This is an optimization exercise on Yosys and OpenROAD, whose aim is small area, a short achievable clock period and few clock cycles per item, not a production implementation. Function was checked by simulation only, so behaviour that the tests miss may differ from the original. Power is estimated from default activity; no workload was simulated.

==> indigo: inputs <==
## sort
module sort#
  (
   parameter integer WIDTH = 16,
   parameter integer ADDRESS = 5
   )
   (
    input logic                  clk,
    input logic                  reset,
    output logic                 tready,
    input logic                  tvalid,
    input logic                  tlast,
    input logic [WIDTH - 1 : 0]  tdata,
    output logic [WIDTH - 1 : 0] odata,
    input logic                  oready,
    output logic                 ovalid,
    output logic                 olast
    );
   localparam integer N = 2**ADDRESS;
   function automatic logic le2(input logic [WIDTH-1:0] a, input logic [WIDTH-1:0] nb);
      logic [WIDTH-1:0] g, p;
      integer i, step;
      g = a & nb;
      p = a | nb;
      for (step = 1; step < WIDTH; step = step * 2) begin
         for (i = 0; i + step < WIDTH; i = i + 2 * step) begin
            g[i + 2*step - 1] = g[i + 2*step - 1] | (p[i + 2*step - 1] & g[i + step - 1]);
            p[i + 2*step - 1] = p[i + 2*step - 1] & p[i + step - 1];
         end
      end
      le2 = ~g[WIDTH-1];
   endfunction
   logic [WIDTH-1:0]   nxa, xs, xq, nxb;   
   logic               xav, xsv, xqv, xbv, xal, xsl, xql, xbl;
   logic [ADDRESS-1:0] bcnt;               
   logic               acc, in_last, ins, adv, pop, closing;
   assign tready  = ~xsv;
   assign acc     = tvalid & ~xsv;
   assign in_last = tlast | (bcnt == N-1);
   assign adv     = ~xbv | ins;            
   always @(posedge clk) begin
      if (reset) begin
         xav  <= 1'b0;
         xsv  <= 1'b0;
         xqv  <= 1'b0;
         xbv  <= 1'b0;
         bcnt <= '0;
      end
      else begin
         if (acc)
           bcnt <= in_last ? '0 : bcnt + 1'b1;
         if (~xav | adv) begin
            xav <= xsv | acc;
            xsv <= 1'b0;
         end
         else if (acc)
           xsv <= 1'b1;
  ...
Settings: LEC_CHECK=0, CAP_MARGIN=20, CORE_MARGIN=2, CORE_UTILIZATION=60, CTS_BUF_LIST=sky130_fd_sc_hd__clkbuf_16, CTS_CLUSTER_DIAMETER=60, CTS_CLUSTER_SIZE=30, SETUP_SLACK_MARGIN=3.1, SLEW_MARGIN=20; clock period 5.5 ns.
run.sh (not shown) runs the stock make flow with config.mk's settings and CLKGATE_MAP_FILE= SYNTH_SCRIPT=/design/flow/synth_recipe.tcl, a recipe that flattens the netlist after the stock synthesis.
==> fjord (differences from indigo) <==
--- a/flow/config.mk
+++ b/flow/config.mk
@@ -9,3 +9,3 @@
 export CORE_MARGIN = 2
-export CORE_UTILIZATION = 60
+export CORE_UTILIZATION = 65
 export CTS_BUF_LIST = sky130_fd_sc_hd__clkbuf_16
@@ -13,3 +13,3 @@
 export CTS_CLUSTER_SIZE = 30
-export SETUP_SLACK_MARGIN = 3.1
+export SETUP_SLACK_MARGIN = 3.0
 export SLEW_MARGIN = 20
==> flow_summary.yaml <==
outcome:
  outcome: "complete, no violations"
cells_and_area:
  final_cells: 5273
  diodes: 1
  multiInputGateArea_mm2: 0.02199
  buffer_area_share_pct: 5.428
critical_path:
  r2r_end: "g_cell[13].c1m"
  crit_end: "g_cell[13].c1m"
floorplan:
  die_area_mm2: 0.06632
placed_design:
  place_congestion: 0.9865
routing:
  viasPerCell: 7.857
pwr:
  intPower_mw: 13.46
  pwr-share-seq_pct: 45.3
clocking:
  clk_latency_ns: 0.67
grt:
  grt_pass1_vias: 37326
timing:
  fin_crit_sh_pct: 44.30
Source of the figures above: indigo

==> flow_summary.yaml <==
cells_and_area:
  buffer_area_share_pct: 5.007
  final_cells: 5181
  regArea_mm2: 0.01544
  multiInputGateArea_mm2: 0.02160
  diodes: 5
critical_path:
  r2r_end: "g_cell[28].cm"
  crit_end: "g_cell[28].cm"
  critPathKind: "reg2reg"
pwr:
  pwr-share-seq_pct: 46.6
  intPower_mw: 13.04
clocking:
  clk_latency_ns: 0.65
placed_design:
  place_congestion: 0.9957
flow_run:
  drv_cap: 0
outcome:
  outcome: "complete, no violations"
routing:
  viasPerCell: 8.026
floorplan:
  die_area_mm2: 0.06130
timing:
  fin_crit_sh_pct: 46.49
grt:
  grt_pass1_vias: 37564
Source of the figures above: fjord

Testbench counts of indigo, summed over its fixed seeds: cycles 4,760, items 4,480.
Testbench counts of fjord, summed over its fixed seeds: cycles 4,760, items 4,480.

re-timing with driven ports:
The flow's constraints put no driver on any port. The routed layouts listed below were extracted and timed again, unchanged, in two steps. Step 1 sets driving cells, clkbuf_16 on the clock port and buf_2 on the other inputs (assumed; they add their load-dependent delay and slew). Step 2 times the ports against the registers' clock, not the clock port: input delays grow and output delays shrink by t, the midpoint of the rising clock arrivals with the driver on. a / b / c = no drivers / after step 1 / after step 2; a / b = the first two.
run | t, ns | slack for setup (ns) | worst setup path at the end
indigo | 0.714 | 3.064 / 3.035 / 2.467 | input to register
fjord | 0.706 | 2.943 / 2.943 / 2.393 | input to register
After both steps setup and hold are still met in every run listed. The setup slack of indigo, which loses most, moves by -0.029 ns with the drivers and by -0.597 ns with both steps.
